From an optimization exercise on the open Yosys and OpenROAD flow, aimed at a short achievable clock period and few clock cycles; shortcuts taken in it are not production practice. In this exercise RTL edits were held to simulation tests only and were not proved equivalent to the original. Power figures rest on the tool's default switching activity, not on a simulated workload.

Design cpu, start of the top module:
module cpu
(
   input clk,
   input reset,
   output [15:0] o_pc_addr,
   output o_pc_rd,
   input [15:0] i_pc_rddata,
   output [15:0] o_ldst_addr,
   output o_ldst_rd,
   output o_ldst_wr,
   input [15:0] i_ldst_rddata,
   output [15:0] o_ldst_wrdata,
   output [127:0] o_tb_regs
);
Size: about 2600 cells after synthesis, roughly 210 I/O pins, ~32000 um^2 of cells after synthesis.
Settings: LEC_CHECK=0, CAP_MARGIN=20, CORE_MARGIN=2, CORE_UTILIZATION=40, PLACE_DENSITY=0.6, SETUP_SLACK_MARGIN=3.3, SLEW_MARGIN=20, TNS_END_PERCENT=100; clock period 5.6 ns.
run.sh (not shown) runs the stock make flow with config.mk's settings and CLKGATE_MAP_FILE= SYNTH_SCRIPT=/design/flow/synth_recipe.tcl, a recipe that flattens the netlist after the stock synthesis.
Testbench counts at the start, summed over its fixed seeds: cycles 59,323.
==> next run, changes <==
Settings changed: GPL_ROUTABILITY_DRIVEN from default to 0.
The new run finished with timing, DRC and antenna clean.
Global-route usage fell by 0.51 points.
Wire length fell by 0.54%.
Synthesized cell count does not change.
First-iteration DRC count rose by 6.8%.
Total power rose by 1.1%.
Non-clock buffer count rose by 17.
Cell area rose by 1.2%.
Setup slack gets better by 0.017 ns.
Register-to-register slack gets better by 0.04 ns.
Synthesized area stays the same.


Another version of the RTL of cpu (not shown whole).
Size: about 2600 cells after synthesis, about 210 I/O pins, roughly 32000 um2 of cells after synthesis.
// cpu
module cpu
(
   input clk,
   input reset,
   output [15:0] o_pc_addr,
   output o_pc_rd,
   input [15:0] i_pc_rddata,
   output [15:0] o_ldst_addr,
   output o_ldst_rd,
   output o_ldst_wr,
   input [15:0] i_ldst_rddata,
   output [15:0] o_ldst_wrdata,
   output [127:0] o_tb_regs
);
==> flow/config.mk <==
export PLATFORM = sky130hd
export DESIGN_NAME = cpu
export DESIGN_NICKNAME = cpu
export VERILOG_FILES = /design/flow/design.v
export SDC_FILE = /design/flow/constraint.sdc
export NUM_CORES = 4
export LEC_CHECK = 0
export CAP_MARGIN = 20
export CORE_MARGIN = 2
export CORE_UTILIZATION = 40
export GPL_ROUTABILITY_DRIVEN = 0
export PLACE_DENSITY = 0.6
export SETUP_SLACK_MARGIN = 3.3
export SLEW_MARGIN = 20
export TNS_END_PERCENT = 100
==> flow/constraint.sdc <==
create_clock -name core_clock -period 5.6 [get_ports {clk}]
set_input_delay 1.1200 -clock core_clock [delete_from_list [all_inputs] [get_ports {clk}]]
set_output_delay 1.1200 -clock core_clock [all_outputs]
set_load 0.01 [all_outputs]
The starting point completed without violations.
Testbench counts at the start, summed over its fixed seeds: cycles 59,323.
Then changed:
Settings changed: CORE_UTILIZATION 40 to 45, GPL_ROUTABILITY_DRIVEN 0 to unset, PLACE_DENSITY 0.6 to 0.65.
Cell area increases by 0.56%; hold slack gets worse by 0.013 ns; maximum frequency decreases by 0.90%.
Then changed:
Settings changed: CORE_UTILIZATION 45 to 40, PLACE_DENSITY 0.65 to 0.6, SETUP_SLACK_MARGIN 3.3 to 3.5.
Worst setup slack is worse by 0.0095 ns; design area went up by 3.0%; power increases by 3.0%.
Then changed:
Settings changed: SETUP_SLACK_MARGIN 3.5 to 3.2.
What happened: Core utilization is lower by 3.7 points; worst hold slack gets better by 0.0092 ns; sequential cell count stays the same; synthesized cell count is unchanged; sequential power barely changes; global-route usage is lower by 1.8 points; final area is lower by a few percent; clock power barely changes; setup slack gets worse by 0.031 ns.


cpu, a different RTL version from the one above (not shown whole).
Size in the first run: roughly 2600 cells after synthesis, about 600 flip-flops, ~0.031 sq mm of cells after synthesis.
==> flow/design.v (excerpt) <==
module cpu
(
   input clk,
   input reset,
   output [15:0] o_pc_addr,
   output o_pc_rd,
   input [15:0] i_pc_rddata,
   output [15:0] o_ldst_addr,
   output o_ldst_rd,
   output o_ldst_wr,
   input [15:0] i_ldst_rddata,
   output [15:0] o_ldst_wrdata,
   output [127:0] o_tb_regs
);
make LEC_CHECK=0 CAP_MARGIN=20 CORE_MARGIN=2 CORE_UTILIZATION=40 PLACE_DENSITY=0.5 SETUP_SLACK_MARGIN=3.3 SLEW_MARGIN=20 TNS_END_PERCENT=100 finish   # period 5.6 ns
The baseline passed the timing, DRC and antenna checks.
Testbench counts at the start, summed over its fixed seeds: cycles 59,059.
Then changed:
PLACE_DENSITY = 0.6   (was 0.5)
Result:
- maximum frequency increases by 4.1%
- wire length decreases by about 4.5%
- design area increases by 0.49%
- die area does not change
- critical path depth increases by 1
- non-clock buffer count increases by 11
- clock power decreases by about 4%
- via count increases by 1.6%
- setup slack improved by 130 ps
- register-to-register slack improved by 130 ps
- worst hold slack got worse by 10 ps

afterwards: timing with drivers on the ports:
No port has a modelled driver above. Below, the same layouts with a new extraction and two added sets of constraints.
Step 1 sets driving cells, clkbuf_16 on the clock port and buf_2 on the other inputs (assumed; they add their load-dependent delay and slew).
Step 2, shift: input delay + t, output delay - t, t = (earliest + latest rising clock arrival at the registers) / 2. This alone moves slack from input paths to output paths.
Slacks: ideal ports / drivers / drivers and shift; pairs: ideal ports / drivers.
| run | shift t [ns] | slack for setup (ns) | slew at the worst register clock pin (ns) |
|---|---|---|---|
| the first run of note 1 | 0.715 | 2.867 / 2.833 / 2.119 | 0.07 / 0.07 |
| the second run of note 1 | 0.713 | 2.884 / 2.879 / 2.166 | 0.07 / 0.07 |
| the first run of note 2 | 0.686 | 2.898 / 2.794 / 2.108 | 0.07 / 0.07 |
| the second run of note 2 | 0.680 | 2.873 / 2.808 / 2.128 | 0.07 / 0.07 |
| the third run of note 2 | 0.716 | 2.863 / 2.730 / 2.014 | 0.07 / 0.07 |
| the fourth run of note 2 | 0.694 | 2.833 / 2.784 / 2.091 | 0.07 / 0.07 |
| the first run of note 3 | 0.693 | 2.384 / 2.384 / 1.934 | 0.07 / 0.07 |
| the second run of note 3 | 0.688 | 2.511 / 2.511 / 1.909 | 0.07 / 0.07 |
After both steps setup and hold are still met in every run listed. For the third run of note 2, which loses most, drivers alone change the setup slack by -0.133 ns; drivers and shift together by -0.849 ns.
